This design comes from an exercise in tuning for small area on the open sky130 flow, not from production work. Function was checked by simulation only, so behaviour that the tests miss may differ from the original. The flow treats the clock pin as an ideal source, which a real chip does not have. No activity file was given, so power comes from the tool's default toggle rates.

==> trial 26 <==
==> flow/design.v (excerpt) <==
module counter_and_display(clk,rst,SEC_low,SEC_high,MIN_low,MIN_high,HOUR_low,HOUR_high,key0,key1,key2,key3);
input clk;
input rst;
input key0,key1,key2,key3;
output [6:0] SEC_low;
output [6:0] SEC_high;
output [6:0] MIN_low;
output [6:0] MIN_high;
output [6:0] HOUR_low;
output [6:0] HOUR_high;
reg [9:0] pre;
reg [3:0] ks;
reg [3:0] kp;
reg [3:0] s_lo;
reg [2:0] s_hi;
reg [3:0] m_lo;
reg [2:0] m_hi;
wire [3:0] s_lo_d; wire [2:0] s_hi_d; wire [3:0] m_lo_d; wire [2:0] m_hi_d; reg [3:0] h_lo; reg [1:0] h_hi; wire [3:0] h_lo_d; wire [1:0] h_hi_d; wire hl9, hl0, hl3, hh2, hh0, hcu, hcd;
wire tc, s9, s5, sc, s_hi_en, m9, m0, m5, mh0, mz, m59, mdn, mup, mcu, mcd, hdn, hup;
wire [9:0] prel = pre ^ 10'd597;
wire [3:0] ksl = ks ^ 4'd15;
wire [3:0] kpl = kp ^ 4'd8;
assign tc = (~pre[0] & ~pre[1] & pre[2] & pre[3] & pre[4] & ~pre[5] & pre[6] & ~pre[7] & ~pre[8] & ~pre[9]);
assign s9 = (~s_lo[0] & s_lo[2]);
assign s5 = (~s_hi[0] & s_hi[2]);
assign sc = tc & s9 & s5;
assign s_hi_en = tc & s9;
assign m9 = (m_lo[0] & m_lo[3]);
assign m0 = (~m_lo[1] & m_lo[3]);
assign m5 = (m_hi[0] & m_hi[1] & m_hi[2]);
assign mh0 = (~m_hi[0] & ~m_hi[1]);
assign mz = m0 & mh0;
assign m59 = m9 & m5;
assign mdn = kpl[1];
assign mup = kpl[0] | sc;
  ...
Settings: LEC_CHECK=0, ABC_AREA=1, CAP_MARGIN=20, CORE_MARGIN=2, CORE_UTILIZATION=40, SLEW_MARGIN=20; clock period 10.0 ns.
standard.sh (not shown) runs the stock make flow with config.mk's settings and CLKGATE_MAP_FILE= SYNTH_SCRIPT=/design/flow/synth_recipe.tcl, a recipe that flattens the netlist after the stock synthesis.
==> flow/flow/run.sh <==
#!/bin/bash
# The standard layout (standard.sh) with these changes, made through ORFS's hooks:
#  - synthesis is the standard one except that ABC maps the logic with
#    flow/abc_area.script (flow/synth_abc.tcl wraps synth_recipe.tcl);
#  - the port buffers are the smallest buffer cell (buf_1);
#  - after floorplan, logic cells are swapped for the smallest drive strength of
#    their family (flow/downsize.tcl);
#  - the clock port drives 3 clock buffers, each feeding the registers of one part
#    of the core (flow/clk_tree.tcl, run just before clock tree synthesis, which
#    then finds the clock already buffered).
# The tools' output goes to standard.log here and to ORFS's logs under orfs/.
set -o pipefail
export FLOW_STD_SYNTH=$PWD/synth_recipe.tcl
export FLOW_ABC_SCRIPT=$PWD/flow/abc_area.script
sed "s#SYNTH_SCRIPT=[^ ]*#SYNTH_SCRIPT=$PWD/flow/synth_abc.tcl#" standard.sh > standard_abc.sh
grep -q "SYNTH_SCRIPT=$PWD/flow/synth_abc.tcl" standard_abc.sh || { echo "could not set SYNTH_SCRIPT" >&2; exit 1; }
export BUFFER_PORTS_ARGS="-buffer_cell sky130_fd_sc_hd__buf_1"
export POST_FLOORPLAN_TCL=$PWD/flow/downsize.tcl
export CLK_TREE_N=3
export CLK_TREE_BUF=sky130_fd_sc_hd__clkbuf_8
export PRE_CTS_TCL=$PWD/flow/clk_tree.tcl
export CTS_ARGS="-clk_nets clk -dont_use_dummy_load -buf_list {sky130_fd_sc_hd__clkbuf_8}"
bash standard_abc.sh > standard.log 2>&1
==> flow/flow/clk_tree.tcl <==
# Drive the register clock pins from CLK_TREE_N clock buffers (each placed at the
# centre of its group of registers), all fed from the clock port. Runs before
# clock_tree_synthesis, which then finds the clock already buffered.
set block [ord::get_db_block]
set dbu [$block getDbUnitsPerMicron]
set k $::env(CLK_TREE_N)
set pins {}
foreach pin [get_pins -of_objects [get_nets clk]] {
  if {[get_property $pin direction] ne "input"} { continue }
  set inst [[sta::sta_to_db_pin $pin] getInst]
  set bb [$inst getBBox]
  lappend pins [list $pin [expr {([$bb xMin] + [$bb xMax]) / 2.0 / $dbu}] [expr {([$bb yMin] + [$bb yMax]) / 2.0 / $dbu}]]
}
set n [llength $pins]
# k-means on the pin locations, seeded along x
set sorted [lsort -real -index 1 $pins]
set cent {}
for {set i 0} {$i < $k} {incr i} {
  set p [lindex $sorted [expr {int(($i + 0.5) * $n / $k)}]]
  lappend cent [list [lindex $p 1] [lindex $p 2]]
}
for {set iter 0} {$iter < 50} {incr iter} {
  set groups [lrepeat $k {}]
  foreach p $pins {
    set best 0; set bd 1e30
    for {set i 0} {$i < $k} {incr i} {
      set c [lindex $cent $i]
      set d [expr {pow([lindex $p 1] - [lindex $c 0], 2) + pow([lindex $p 2] - [lindex $c 1], 2)}]
      if {$d < $bd} { set bd $d; set best $i }
    }
    lset groups $best [concat [lindex $groups $best] [list $p]]
  }
  set cent {}
  foreach g $groups {
    set sx 0; set sy 0
    foreach p $g { set sx [expr {$sx + [lindex $p 1]}]; set sy [expr {$sy + [lindex $p 2]}] }
    set m [llength $g]
    if {$m == 0} { set m 1 }
    lappend cent [list [expr {$sx / $m}] [expr {$sy / $m}]]
  }
}
set i 0
foreach g $groups c $cent {
  if {[llength $g] == 0} { continue }
  set loads {}
  foreach p $g { lappend loads [lindex $p 0] }
  puts "clk_tree: buffer $i drives [llength $g] clock pins at ($c)"
  insert_buffer -buffer_cell $::env(CLK_TREE_BUF) -net clk -load_pins $loads -location $c -buffer_name clkleaf_buf$i -net_name clknet_leaf$i
  incr i
}
Other scripts of this flow, unchanged in this note and not shown: flow/flow/abc_area.script, flow/flow/downsize.tcl, flow/flow/synth_abc.tcl
==> trial 49: changes against trial 26 <==
==> flow/design.v (replaced) <==
module counter_and_display(clk,rst,SEC_low,SEC_high,MIN_low,MIN_high,HOUR_low,HOUR_high,key0,key1,key2,key3);
input clk;
input rst;
input key0,key1,key2,key3;
output [6:0] SEC_low;
output [6:0] SEC_high;
output [6:0] MIN_low;
output [6:0] MIN_high;
output [6:0] HOUR_low;
output [6:0] HOUR_high;
reg [9:0] pre;
reg [3:0] ks;
reg [3:0] kp;
reg [3:0] s_lo;
reg [2:0] s_hi;
reg [3:0] m_lo;
reg [2:0] m_hi;
wire [3:0] s_lo_d; wire [2:0] s_hi_d; wire [3:0] m_lo_d; wire [2:0] m_hi_d; reg [3:0] h_lo; reg [1:0] h_hi; wire [3:0] h_lo_d; wire [1:0] h_hi_d; wire hl9, hl0, hl3, hh2, hh0, hcu, hcd;
wire tc, s9, s5, sc, s_hi_en, m9, m0, m5, mh0, mz, m59, mdn, mup, mcu, mcd, hdn, hup;
wire [9:0] prel = pre ^ 10'd725;
wire [3:0] ksl = ks ^ 4'd15;
wire [3:0] kpl = kp ^ 4'd0;
assign tc = (pre[0] & pre[1] & pre[2] & pre[3] & ~pre[4] & ~pre[5] & ~pre[6] & ~pre[7] & pre[8] & pre[9]);
assign s9 = (~s_lo[0] & s_lo[2]);
assign s5 = (~s_hi[0] & s_hi[2]);
assign sc = tc & s9 & s5;
assign s_hi_en = tc & s9;
assign m9 = (m_lo[0] & m_lo[3]);
assign m0 = (~m_lo[1] & m_lo[3]);
assign m5 = (m_hi[0] & m_hi[1] & ~m_hi[2]);
assign mh0 = (~m_hi[0] & ~m_hi[1]);
assign mz = m0 & mh0;
assign m59 = m9 & m5;
assign mdn = kpl[1];
assign mup = kpl[0] | sc;
assign hdn = kpl[3] | (~kpl[2] & kpl[1] & mz);
assign hup = ~kpl[3] & (kpl[2] | (mup & m59));
assign mcd = mdn & m0;
assign mcu = ~mdn & mup & m9;
assign s_lo_d[0] = rst | (tc ? ((~s_lo[2] & ~s_lo[3]) | (~s_lo[0]) | (s_lo[2] & s_lo[3])) : s_lo[0]);
assign s_lo_d[1] = ~rst & (tc ? ((s_lo[0] & s_lo[1]) | (s_lo[0] & ~s_lo[2] & ~s_lo[3])) : s_lo[1]);
assign s_lo_d[2] = ~rst & (tc ? ((~s_lo[0] & ~s_lo[2]) | (s_lo[1] & ~s_lo[3]) | (s_lo[0] & s_lo[2] & ~s_lo[3])) : s_lo[2]);
assign s_lo_d[3] = ~rst & (tc ? ((s_lo[1]) | (s_lo[2] & s_lo[3])) : s_lo[3]);
assign s_hi_d[0] = rst | (s_hi_en ? ((s_hi[2])) : s_hi[0]);
assign s_hi_d[1] = rst | (s_hi_en ? ((~s_hi[1]) | (s_hi[0] & ~s_hi[2]) | (~s_hi[0] & s_hi[2])) : s_hi[1]);
assign s_hi_d[2] = rst | (s_hi_en ? ((s_hi[1] & s_hi[2]) | (~s_hi[0] & ~s_hi[1])) : s_hi[2]);
assign m_lo_d[0] = ~rst & (mdn ? ((~m_lo[0])) : (mup ? ((~m_lo[0])) : m_lo[0]));
assign m_lo_d[1] = ~rst & (mdn ? ((m_lo[1] & ~m_lo[2]) | (m_lo[3])) : (mup ? ((m_lo[1] & ~m_lo[3]) | (~m_lo[0] & m_lo[1]) | (~m_lo[0] & m_lo[2])) : m_lo[1]));
assign m_lo_d[2] = ~rst & (mdn ? ((m_lo[1] & ~m_lo[3]) | (~m_lo[0] & m_lo[2])) : (mup ? ((~m_lo[0] & ~m_lo[3]) | (m_lo[2] & ~m_lo[3])) : m_lo[2]));
assign m_lo_d[3] = rst | (mdn ? ((~m_lo[1] & m_lo[3]) | (m_lo[0] & ~m_lo[2])) : (mup ? ((m_lo[1] & ~m_lo[2]) | (m_lo[0] & m_lo[1])) : m_lo[3]));
assign m_hi_d[0] = ~((~m_hi[0] & ~mcd & ~mcu) | (rst) | (m_hi[0] & mcu) | (m_hi[0] & mcd));
assign m_hi_d[1] = ~((~m_hi[1] & ~mcd & ~mcu) | (rst) | (m_hi[1] & ~m_hi[2] & ~mcd & mcu) | (m_hi[2] & mcd));
assign m_hi_d[2] = (~m_hi[1] & ~rst & ~mcd & mcu) | (m_hi[2] & ~rst & ~mcd & ~mcu) | (m_hi[1] & ~m_hi[2] & ~rst & mcd);
assign hl9 = (~h_lo[0] & h_lo[1]);
assign hl0 = (h_lo[0] & ~h_lo[2] & ~h_lo[3]);
assign hl3 = (~h_lo[0] & ~h_lo[1] & ~h_lo[2]);
assign hh2 = (h_hi[0] & h_hi[1]);
assign hh0 = (~h_hi[0]);
assign hcu = hup & (hl9 | (hh2 & hl3));
assign hcd = hdn & hl0;
assign h_hi_d[0] = ~rst & (hcd ? ((h_hi[1])) : (hcu ? ((~h_hi[1]) | (~h_hi[0])) : h_hi[0]));
assign h_hi_d[1] = rst | (hcd ? ((~h_hi[1]) | (~h_hi[0])) : (hcu ? ((h_hi[0])) : h_hi[1]));
assign h_lo_d[0] = (h_lo[0] & ~hdn & ~hup) | (rst) | (~h_lo[0] & hdn) | (~h_lo[0] & hup) | (~h_lo[1] & h_lo[2] & hup) | (h_lo[2] & h_lo[3] & hdn);
assign h_lo_d[1] = (~h_lo[1] & h_lo[3] & ~rst & hup) | (~h_lo[2] & ~h_lo[3] & ~rst & hdn & ~hh0) | (~h_lo[0] & ~h_lo[3] & ~rst & hdn) | (h_lo[1] & ~rst & ~hdn & ~hup);
assign h_lo_d[2] = ~((rst) | (h_lo[0] & ~h_lo[3] & hdn) | (~h_lo[0] & h_lo[3] & hdn) | (~h_lo[0] & h_lo[2] & hup) | (~h_lo[2] & h_lo[3] & ~hdn) | (~h_lo[2] & ~h_lo[3] & ~hup) | (~h_lo[0] & ~h_lo[2] & hh2));
assign h_lo_d[3] = ~((~h_lo[3] & ~hdn & ~hup) | (rst) | (~h_lo[1] & h_lo[3] & hdn) | (h_lo[1] & hup) | (~h_lo[0] & ~h_lo[2] & hup) | (h_lo[0] & h_lo[2] & ~h_lo[3] & ~hup) | (h_lo[0] & ~h_lo[3] & ~hup & hh0));
assign SEC_low[0] = (s_lo[1] & ~s_lo[3]) | (~s_lo[0] & s_lo[1]);
assign SEC_low[1] = (~s_lo[1] & s_lo[3]);
assign SEC_low[2] = (s_lo[1] & s_lo[2]);
assign SEC_low[3] = (~s_lo[0] & ~s_lo[2]) | (s_lo[1] & ~s_lo[3]);
assign SEC_low[4] = (~s_lo[0]) | (s_lo[1] & ~s_lo[2]) | (~s_lo[1] & s_lo[2] & s_lo[3]);
assign SEC_low[5] = (s_lo[0] & s_lo[1]) | (~s_lo[0] & ~s_lo[1] & ~s_lo[2]);
assign SEC_low[6] = (~s_lo[2] & ~s_lo[3]);
assign SEC_high[0] = (~s_hi[1]);
assign SEC_high[1] = (~s_hi[0] & s_hi[2]);
assign SEC_high[2] = (s_hi[0] & ~s_hi[2]);
assign SEC_high[3] = (~s_hi[1]);
assign SEC_high[4] = (~s_hi[0]) | (~s_hi[1]);
assign SEC_high[5] = (s_hi[1] & ~s_hi[2]) | (s_hi[0] & ~s_hi[1]);
assign SEC_high[6] = (s_hi[0] & s_hi[2]);
assign MIN_low[0] = (m_lo[0] & ~m_lo[1] & ~m_lo[2]) | (~m_lo[0] & ~m_lo[1] & m_lo[2]);
assign MIN_low[1] = (m_lo[1] & m_lo[2]);
assign MIN_low[2] = (~m_lo[0] & ~m_lo[2] & ~m_lo[3]);
assign MIN_low[3] = (m_lo[0] & ~m_lo[2] & ~m_lo[3]) | (~m_lo[0] & ~m_lo[1] & m_lo[2]);
assign MIN_low[4] = (m_lo[0]) | (m_lo[2] & ~m_lo[3]);
assign MIN_low[5] = (~m_lo[2] & ~m_lo[3]) | (m_lo[0] & ~m_lo[1]);
assign MIN_low[6] = (~m_lo[1] & m_lo[3]) | (m_lo[0] & ~m_lo[2] & ~m_lo[3]);
assign MIN_high[0] = (m_hi[2]);
assign MIN_high[1] = (m_hi[0] & m_hi[1] & ~m_hi[2]);
assign MIN_high[2] = (~m_hi[0] & m_hi[1] & ~m_hi[2]);
assign MIN_high[3] = (m_hi[2]);
assign MIN_high[4] = (m_hi[0]) | (m_hi[2]);
assign MIN_high[5] = (m_hi[0] & ~m_hi[1]) | (~m_hi[0] & m_hi[1] & ~m_hi[2]) | (m_hi[0] & m_hi[2]);
assign MIN_high[6] = (~m_hi[0] & ~m_hi[1]) | (m_hi[0] & m_hi[2]);
assign HOUR_low[0] = (h_lo[0] & h_lo[2] & ~h_lo[3]) | (~h_lo[0] & h_lo[2] & h_lo[3]);
assign HOUR_low[1] = (h_lo[0] & h_lo[2] & h_lo[3]);
assign HOUR_low[2] = (h_lo[0] & h_lo[1] & ~h_lo[2]);
assign HOUR_low[3] = (h_lo[2] & ~h_lo[3]) | (~h_lo[0] & h_lo[2]);
assign HOUR_low[4] = (~h_lo[0]) | (~h_lo[1] & h_lo[2]);
assign HOUR_low[5] = (h_lo[0] & h_lo[1] & ~h_lo[2]) | (~h_lo[0] & ~h_lo[1]);
assign HOUR_low[6] = (h_lo[0] & ~h_lo[2] & ~h_lo[3]) | (~h_lo[0] & h_lo[2]);
assign HOUR_high[0] = (~h_hi[1]);
assign HOUR_high[1] = 1'b0;
assign HOUR_high[2] = (h_hi[0] & h_hi[1]);
assign HOUR_high[3] = (~h_hi[1]);
assign HOUR_high[4] = (~h_hi[1]);
assign HOUR_high[5] = (h_hi[0]);
assign HOUR_high[6] = (~h_hi[1]) | (~h_hi[0]);
always @(posedge clk) begin
	if (rst | tc) pre <= 10'd60;
	else pre <= {prel[8:0], ~(prel[2] ^ prel[9])} ^ 10'd725;
	if (rst) begin
		ks <= 4'd0;
		kp <= 4'd0;
	end else begin
		ks <= {key3,key2,key1,key0} ^ 4'd15;
		kp <= (~{key3,key2,key1,key0} & ksl) ^ 4'd0;
	end
	s_lo <= s_lo_d; s_hi <= s_hi_d;
	m_lo <= m_lo_d; m_hi <= m_hi_d;
	h_lo <= h_lo_d; h_hi <= h_hi_d;
end
endmodule
==> flow/flow/run.sh (replaced) <==
#!/bin/bash
# The standard layout (standard.sh) with these changes, made through ORFS's hooks:
#  - synthesis is the standard one except that ABC maps the logic with
#    flow/abc_area.script (flow/synth_abc.tcl wraps synth_recipe.tcl);
#  - the port buffers are the smallest buffer cell (buf_1);
#  - after floorplan, logic cells are swapped for the smallest drive strength of
#    their family (flow/downsize.tcl);
#  - the clock port drives 3 clock buffers, each feeding the registers of one part
#    (clkbuf_8, or clkbuf_4 for a group of at most 10 registers)
#    of the core (flow/clk_tree.tcl, run just before clock tree synthesis, which
#    then finds the clock already buffered).
# The tools' output goes to standard.log here and to ORFS's logs under orfs/.
set -o pipefail
export FLOW_STD_SYNTH=$PWD/synth_recipe.tcl
export FLOW_ABC_SCRIPT=$PWD/flow/abc_area.script
sed "s#SYNTH_SCRIPT=[^ ]*#SYNTH_SCRIPT=$PWD/flow/synth_abc.tcl#" standard.sh > standard_abc.sh
grep -q "SYNTH_SCRIPT=$PWD/flow/synth_abc.tcl" standard_abc.sh || { echo "could not set SYNTH_SCRIPT" >&2; exit 1; }
export BUFFER_PORTS_ARGS="-buffer_cell sky130_fd_sc_hd__buf_1"
export POST_FLOORPLAN_TCL=$PWD/flow/downsize.tcl
export CLK_TREE_N=3
export CLK_TREE_BUF=sky130_fd_sc_hd__clkbuf_8
export CLK_TREE_SMALL_BUF=sky130_fd_sc_hd__clkbuf_4
export CLK_TREE_SMALL_MAX=10
export PRE_CTS_TCL=$PWD/flow/clk_tree.tcl
export CTS_ARGS="-clk_nets clk -dont_use_dummy_load -buf_list {sky130_fd_sc_hd__clkbuf_8 sky130_fd_sc_hd__clkbuf_4}"
bash standard_abc.sh > standard.log 2>&1
--- a/flow/flow/clk_tree.tcl
+++ b/flow/flow/clk_tree.tcl
@@ -1,8 +1,9 @@
 # Drive the register clock pins from CLK_TREE_N clock buffers (each placed at the
-# centre of its group of registers), all fed from the clock port. Runs before
+# centre of its group of registers), all fed from the clock port. A group of at most
+# CLK_TREE_SMALL_MAX registers gets the smaller CLK_TREE_SMALL_BUF, if that is set. Runs before
 # clock_tree_synthesis, which then finds the clock already buffered.
 set block [ord::get_db_block]
 set dbu [$block getDbUnitsPerMicron]
 set k $::env(CLK_TREE_N)
 set pins {}
 foreach pin [get_pins -of_objects [get_nets clk]] {
@@ -41,10 +42,14 @@
 }
 set i 0
 foreach g $groups c $cent {
   if {[llength $g] == 0} { continue }
   set loads {}
   foreach p $g { lappend loads [lindex $p 0] }
-  puts "clk_tree: buffer $i drives [llength $g] clock pins at ($c)"
-  insert_buffer -buffer_cell $::env(CLK_TREE_BUF) -net clk -load_pins $loads -location $c -buffer_name clkleaf_buf$i -net_name clknet_leaf$i
+  set cell $::env(CLK_TREE_BUF)
+  if {[info exists ::env(CLK_TREE_SMALL_BUF)] && [llength $g] <= $::env(CLK_TREE_SMALL_MAX)} {
+    set cell $::env(CLK_TREE_SMALL_BUF)
+  }
+  puts "clk_tree: buffer $i ($cell) drives [llength $g] clock pins at ($c)"
+  insert_buffer -buffer_cell $cell -net clk -load_pins $loads -location $c -buffer_name clkleaf_buf$i -net_name clknet_leaf$i
   incr i
 }
==> trial 3: changes against trial 26 <==
==> flow/flow/run.sh (replaced) <==
#!/bin/bash
# The standard layout (standard.sh) with these changes, made through ORFS's hooks:
#  - synthesis is the standard one except that ABC maps the logic with
#    flow/abc_area.script (flow/synth_abc.tcl wraps synth_recipe.tcl);
#  - the port buffers are the smallest buffer cell (buf_1);
#  - after floorplan, logic cells are swapped for the smallest drive strength of
#    their family (flow/downsize.tcl);
#  - the clock port drives 3 clock buffers, each feeding the registers of one part
#    (clkbuf_8, or clkbuf_4 for a group of at most 10 registers)
#    of the core (flow/clk_tree.tcl, run just before clock tree synthesis, which
#    then finds the clock already buffered).
# The tools' output goes to standard.log here and to ORFS's logs under orfs/.
set -o pipefail
export FLOW_STD_SYNTH=$PWD/synth_recipe.tcl
export FLOW_ABC_SCRIPT=$PWD/flow/abc_area.script
sed "s#SYNTH_SCRIPT=[^ ]*#SYNTH_SCRIPT=$PWD/flow/synth_abc.tcl#" standard.sh > standard_abc.sh
grep -q "SYNTH_SCRIPT=$PWD/flow/synth_abc.tcl" standard_abc.sh || { echo "could not set SYNTH_SCRIPT" >&2; exit 1; }
export BUFFER_PORTS_ARGS="-buffer_cell sky130_fd_sc_hd__buf_1"
export POST_FLOORPLAN_TCL=$PWD/flow/downsize.tcl
export CLK_TREE_N=3
export CLK_TREE_BUF=sky130_fd_sc_hd__clkbuf_8
export CLK_TREE_SMALL_BUF=sky130_fd_sc_hd__clkbuf_4
export CLK_TREE_SMALL_MAX=10
export PRE_CTS_TCL=$PWD/flow/clk_tree.tcl
export CTS_ARGS="-clk_nets clk -dont_use_dummy_load -buf_list {sky130_fd_sc_hd__clkbuf_8 sky130_fd_sc_hd__clkbuf_4}"
bash standard_abc.sh > standard.log 2>&1
--- a/flow/flow/clk_tree.tcl
+++ b/flow/flow/clk_tree.tcl
@@ -1,8 +1,9 @@
 # Drive the register clock pins from CLK_TREE_N clock buffers (each placed at the
-# centre of its group of registers), all fed from the clock port. Runs before
+# centre of its group of registers), all fed from the clock port. A group of at most
+# CLK_TREE_SMALL_MAX registers gets the smaller CLK_TREE_SMALL_BUF, if that is set. Runs before
 # clock_tree_synthesis, which then finds the clock already buffered.
 set block [ord::get_db_block]
 set dbu [$block getDbUnitsPerMicron]
 set k $::env(CLK_TREE_N)
 set pins {}
 foreach pin [get_pins -of_objects [get_nets clk]] {
@@ -41,10 +42,14 @@
 }
 set i 0
 foreach g $groups c $cent {
   if {[llength $g] == 0} { continue }
   set loads {}
   foreach p $g { lappend loads [lindex $p 0] }
-  puts "clk_tree: buffer $i drives [llength $g] clock pins at ($c)"
-  insert_buffer -buffer_cell $::env(CLK_TREE_BUF) -net clk -load_pins $loads -location $c -buffer_name clkleaf_buf$i -net_name clknet_leaf$i
+  set cell $::env(CLK_TREE_BUF)
+  if {[info exists ::env(CLK_TREE_SMALL_BUF)] && [llength $g] <= $::env(CLK_TREE_SMALL_MAX)} {
+    set cell $::env(CLK_TREE_SMALL_BUF)
+  }
+  puts "clk_tree: buffer $i ($cell) drives [llength $g] clock pins at ($c)"
+  insert_buffer -buffer_cell $cell -net clk -load_pins $loads -location $c -buffer_name clkleaf_buf$i -net_name clknet_leaf$i
   incr i
 }
==> out/qor.txt <==
==============================================================================
Status                                                            finished clean
Count of cell types in the netlist                                          30
Switching pwr                                                          81.0 µW
Number of logic stages on the critical path including buffering             12
CP peak stage delay                                                     700 ps
Required time worst endpoint                                         10,030 ps
Number of cells on the worst reg-to-reg path                                12
Seq pwr                                                                 171 µW
# fillers                                                                  434
Total GRT Usage                                                          14.3%
X dimension of the die                                                 68.8 µm
==============================================================================
Source of the figures above: trial 26

==> out/qor.txt <==
==============================================================================
# fillers                                                                  435
X dimension of the die                                                 68.8 µm
Count of cell types in the netlist                                          30
Hold violation count in the final report                                     0
Number of cells on the worst reg-to-reg path                                12
Total GRT Usage                                                          14.3%
Status                                                            finished clean
Required time worst endpoint                                         10,030 ps
Switching pwr                                                          80.7 µW
Seq pwr                                                                 171 µW
CP peak stage delay                                                     700 ps
Number of logic stages on the critical path including buffering             12
==============================================================================
Source of the figures above: trial 3

==> out/qor.txt <==
==============================================================================
Switching pwr                                                          81.2 µW
Number of cells on the worst reg-to-reg path                                13
# fillers                                                                  435
Seq pwr                                                                 170 µW
Number of logic stages on the critical path including buffering              6
Count of cell types in the netlist                                          24
CP peak stage delay                                                     630 ps
Total GRT Usage                                                          14.3%
Status                                                            finished clean
Fmax achieved                                                        0.275 GHz
X dimension of the die                                                 68.6 µm
Required time worst endpoint                                         10,040 ps
==============================================================================
Source of the figures above: trial 49

==> afterwards: timing with drivers on the ports <==
In the flow no input, the clock included, has a driving cell. The finished layouts below were timed again as built, in two steps.
Step 1 (the two cells are an assumption about what drives the block):
set clk [get_ports {clk}]
set_driving_cell -lib_cell sky130_fd_sc_hd__clkbuf_16 $clk
set_driving_cell -lib_cell sky130_fd_sc_hd__buf_2 [delete_from_list [all_inputs] $clk]
Step 2 also shifts input and output timing later by t, the mid clock arrival at the registers, as if the neighbouring blocks saw the same clock.
a / b / c = no drivers / after step 1 / after step 2; a / b = the first two.
| run | t, ns | slack for setup (ns) | worst setup path after step 2 | latest minus earliest clock arrival (ns) |
|---|---|---|---|---|
| trial 26 | 0.183 | 5.966 / 5.966 / 5.966 | register to register | 0.034 / 0.033 |
| trial 49 | 0.191 | 6.359 / 6.371 / 6.180 | input to register | 0.037 / 0.038 |
| trial 3 | 0.189 | 5.966 / 5.966 / 5.966 | register to register | 0.016 / 0.016 |
After both steps setup and hold are still met in every run listed. For trial 49, which loses most, drivers alone change the setup slack by +0.012 ns; drivers and shift together by -0.179 ns.
